Background: an optimization exercise with open tools, aiming at small area and a short achievable clock period. Do not read the settings as production practice. Where RTL was checked, it was by simulation tests only, not by an equivalence proof against the original.

==> exp/delta: inputs <==
Design cordic_sin_cos, start of the top module:
module cordic_sin_cos(clk, rst, target_angle, x_res, y_res);
==> flow/config.mk <==
export PLATFORM = sky130hd
export DESIGN_NAME = cordic_sin_cos
export DESIGN_NICKNAME = cordic_sin_cos
export VERILOG_FILES = /design/flow/design.v
export SDC_FILE = /design/flow/constraint.sdc
export NUM_CORES = 4
export LEC_CHECK = 0
export ABC_AREA = 1
export CAP_MARGIN = 60
export CORE_MARGIN = 2
export CORE_UTILIZATION = 40
export SLEW_MARGIN = 60
export SYNTH_HIERARCHICAL = 1
==> flow/constraint.sdc <==
create_clock -name core_clock -period 35.0 [get_ports {clk}]
set_input_delay 7.0000 -clock core_clock [delete_from_list [all_inputs] [get_ports {clk}]]
set_output_delay 7.0000 -clock core_clock [all_outputs]
set_load 0.01 [all_outputs]
run.sh (not shown) runs the stock make flow with config.mk's settings and CLKGATE_MAP_FILE= SYNTH_SCRIPT=/design/flow/synth_recipe.tcl, a recipe that flattens the netlist after the stock synthesis.
==> exp/yarrow (differences from exp/delta) <==
--- a/flow/design.v
+++ b/flow/design.v
@@ -215,16 +215,12 @@
  assign ym[14] = tym14[ti];
  wire [63:0] tym15 = 64'hace8accaaccae8ca;
  assign ym[15] = tym15[ti];
  wire [63:0] tym16 = 64'h1555155715575557;
  assign ym[16] = tym16[ti];
- wire [16:0] xs = (q2 ? ym : xm) ^ {17{q2 | q3}};
- wire [16:0] ys = (q2 ? xm : ym) ^ {17{q3}};
- wire [6:0] xl = xs[6:0] + (q2 | q3);
- wire [6:0] yl = ys[6:0] + q3;
- wire [16:0] xt = {xs[16:7], xl};
- wire [16:0] yt = {ys[16:7], yl};
+ wire [16:0] xt = ((q2 ? ym : xm) ^ {17{q2 | q3}}) + (q2 | q3);
+ wire [16:0] yt = ((q2 ? xm : ym) ^ {17{q3}}) + q3;
  wire qn = q2 | q3;
  wire [16:0] xo, yo;
  output_mapping out_map(.x(xt), .y(yt), .d(d), .q2(q2), .q3(q3), .x_res(xo), .y_res(yo));
  always @(posedge clk) begin
   if (rst == 1'b0) begin
- CORE_UTILIZATION: 40 -> 55
==> exp/juniper (differences from exp/delta) <==
--- a/flow/design.v
+++ b/flow/design.v
@@ -27,43 +27,15 @@
  assign z0 = {zh, a[4:0] & {5{~(satp | satn)}}};
 endmodule
 module output_mapping(
  input [16:0] x,
  input [16:0] y,
- input [8:0] d,
- input q2,
- input q3,
  output [16:0] x_res,
  output [16:0] y_res
 );
- wire qn = q2 | q3;
- wire [16:0] tx6 = {{6{y[16]}}, y[16:6]};
- wire [16:0] ty6 = {{6{x[16]}}, x[16:6]};
- wire zx6 = ~|x[5:0];
- wire zy6 = ~|y[5:0];
- wire cx6 = q3 ? ~(d[6] ^ zy6) : d[6];
- wire cy6 = qn ? (d[6] ^ zx6) : ~d[6];
- wire [16:0] x7 = x + (tx6 ^ {17{d[6]}}) + cx6;
- wire [16:0] y7 = y + (ty6 ^ {17{~d[6]}}) + cy6;
- wire [16:0] tx7 = {{7{y7[16]}}, y7[16:7]};
- wire [16:0] ty7 = {{7{x7[16]}}, x7[16:7]};
- wire zx7 = ~|x7[6:0];
- wire zy7 = ~|y7[6:0];
- wire cx7 = q3 ? ~(d[7] ^ zy7) : d[7];
- wire cy7 = qn ? (d[7] ^ zx7) : ~d[7];
- wire [16:0] x8 = x7 + (tx7 ^ {17{d[7]}}) + cx7;
- wire [16:0] y8 = y7 + (ty7 ^ {17{~d[7]}}) + cy7;
- wire [16:0] tx8 = {{8{y8[16]}}, y8[16:8]};
- wire [16:0] ty8 = {{8{x8[16]}}, x8[16:8]};
- wire zx8 = ~|x8[7:0];
- wire zy8 = ~|y8[7:0];
- wire cx8 = q3 ? ~(d[8] ^ zy8) : d[8];
- wire cy8 = qn ? (d[8] ^ zx8) : ~d[8];
- wire [16:0] x9 = x8 + (tx8 ^ {17{d[8]}}) + cx8;
- wire [16:0] y9 = y8 + (ty8 ^ {17{~d[8]}}) + cy8;
- assign x_res = x9;
- assign y_res = y9;
+ assign x_res = x;
+ assign y_res = y;
 endmodule
 module cordic_sin_cos(clk, rst, target_angle, x_res, y_res);
  input clk, rst;
  input [19:0] target_angle;
  output reg [19:0] x_res;
@@ -215,19 +187,39 @@
  assign ym[14] = tym14[ti];
  wire [63:0] tym15 = 64'hace8accaaccae8ca;
  assign ym[15] = tym15[ti];
  wire [63:0] tym16 = 64'h1555155715575557;
  assign ym[16] = tym16[ti];
- wire [16:0] xs = (q2 ? ym : xm) ^ {17{q2 | q3}};
- wire [16:0] ys = (q2 ? xm : ym) ^ {17{q3}};
- wire [6:0] xl = xs[6:0] + (q2 | q3);
- wire [6:0] yl = ys[6:0] + q3;
- wire [16:0] xt = {xs[16:7], xl};
- wire [16:0] yt = {ys[16:7], yl};
+ wire [16:0] xt = ((q2 ? ym : xm) ^ {17{q2 | q3}}) + (q2 | q3);
+ wire [16:0] yt = ((q2 ? xm : ym) ^ {17{q3}}) + q3;
  wire qn = q2 | q3;
+ wire [16:0] tx6 = {{6{yt[16]}}, yt[16:6]};
+ wire [16:0] ty6 = {{6{xt[16]}}, xt[16:6]};
+ wire zx6 = ~|xt[5:0];
+ wire zy6 = ~|yt[5:0];
+ wire cx6 = q3 ? ~(d[6] ^ zy6) : d[6];
+ wire cy6 = qn ? (d[6] ^ zx6) : ~d[6];
+ wire [16:0] x7 = xt + (tx6 ^ {17{d[6]}}) + cx6;
+ wire [16:0] y7 = yt + (ty6 ^ {17{~d[6]}}) + cy6;
+ wire [16:0] tx7 = {{7{y7[16]}}, y7[16:7]};
+ wire [16:0] ty7 = {{7{x7[16]}}, x7[16:7]};
+ wire zx7 = ~|x7[6:0];
+ wire zy7 = ~|y7[6:0];
+ wire cx7 = q3 ? ~(d[7] ^ zy7) : d[7];
+ wire cy7 = qn ? (d[7] ^ zx7) : ~d[7];
+ wire [16:0] x8 = x7 + (tx7 ^ {17{d[7]}}) + cx7;
+ wire [16:0] y8 = y7 + (ty7 ^ {17{~d[7]}}) + cy7;
+ wire [16:0] tx8 = {{8{y8[16]}}, y8[16:8]};
+ wire [16:0] ty8 = {{8{x8[16]}}, x8[16:8]};
+ wire zx8 = ~|x8[7:0];
+ wire zy8 = ~|y8[7:0];
+ wire cx8 = q3 ? ~(d[8] ^ zy8) : d[8];
+ wire cy8 = qn ? (d[8] ^ zx8) : ~d[8];
+ wire [16:0] x9 = x8 + (tx8 ^ {17{d[8]}}) + cx8;
+ wire [16:0] y9 = y8 + (ty8 ^ {17{~d[8]}}) + cy8;
  wire [16:0] xo, yo;
- output_mapping out_map(.x(xt), .y(yt), .d(d), .q2(q2), .q3(q3), .x_res(xo), .y_res(yo));
+ output_mapping out_map(.x(x9), .y(y9), .x_res(xo), .y_res(yo));
  always @(posedge clk) begin
   if (rst == 1'b0) begin
    x_res <= 20'd0;
    y_res <= 20'd0;
   end else begin
- CAP_MARGIN: 60 -> 20
- SLEW_MARGIN: 60 -> 20
- SYNTH_HIERARCHICAL: 1 -> not set
==> notes.md <==
Routed len/inst: exp/delta 16.9 um; exp/juniper 19.3 um; exp/yarrow 17.1 um
Result of the run: exp/delta no timing/DRC/antenna violations; exp/juniper no timing/DRC/antenna violations; exp/yarrow no timing/DRC/antenna violations
Inverter count: exp/delta 308; exp/juniper 243; exp/yarrow 279
Metal-1 WL: exp/delta 21,200 um; exp/juniper 20,200 um; exp/yarrow 18,700 um
Syn-to-layout area delta: exp/delta 7.96%; exp/juniper 7.75%; exp/yarrow 6.61%
Fraction of standard cell area that is sequential: exp/delta 0.0490; exp/juniper 0.0550; exp/yarrow 0.0517
Ratio of final minimum period to clock period: exp/delta 0.589; exp/juniper 0.664; exp/yarrow 0.595
Met3 wirelength from detailed routing: exp/delta 2660 um; exp/juniper 2140 um; exp/yarrow 3540 um
Sum of met2 wire segment lengths after detailed routing: exp/delta 20,200 um; exp/juniper 21,000 um; exp/yarrow 17,900 um
Nonclk buf count: exp/delta 73; exp/juniper 68; exp/yarrow 69
Fraction of the mapped netlist area in adder cells: exp/delta 0.134; exp/juniper 0.151; exp/yarrow 0.140
Routed Wire Length: exp/delta 45,700 um; exp/juniper 44,900 um; exp/yarrow 41,400 um
Simple-gate share of the synthesized area: exp/delta 0.431; exp/juniper 0.380; exp/yarrow 0.389
DR vias/cell: exp/delta 5.39; exp/juniper 5.48; exp/yarrow 5.80
Worst hold slack across all endpoints: exp/delta 7.10 ns; exp/juniper 7.87 ns; exp/yarrow 7.11 ns
Maximum number of pins on one net before global-route repair: exp/delta 69; exp/juniper 70; exp/yarrow 82
Starting DRT DRC Count: exp/delta 1,230; exp/juniper 1,260; exp/yarrow 1,483
Final instance area: exp/delta 13,900 um^2; exp/juniper 12,400 um^2; exp/yarrow 13,200 um^2
Wire length of the first global-routing pass: exp/delta 73,300 um; exp/juniper 69,600 um; exp/yarrow 66,600 um
Only the layout flow was run in exp/delta and exp/juniper; the RTL was not checked for function there.

==> port drivers added, routing unchanged <==
No port has a modelled driver above. Below, the same layouts with a new extraction and two added sets of constraints.
Step 1: set_driving_cell puts a clkbuf_16 on clk and a buf_2 on each other input, an assumption about the parent block.
Step 2 times the ports against the registers' clock, not the clock port: input delays grow and output delays shrink by t, the midpoint of the rising clock arrivals with the driver on.
Slacks: ideal ports / drivers / drivers and shift; pairs: ideal ports / drivers.
run | t (ns) | setup slack, ns | worst register clock-pin slew, ns
exp/delta | 0.301 | 14.374 / 14.380 / 14.079 | 0.05 / 0.05
exp/yarrow | 0.297 | 14.164 / 14.170 / 13.873 | 0.05 / 0.05
exp/juniper | 0.312 | 11.765 / 11.778 / 11.466 | 0.05 / 0.05
After both steps setup and hold are still met in every run listed. For exp/juniper, which loses most, drivers alone change the setup slack by +0.013 ns; drivers and shift together by -0.299 ns.
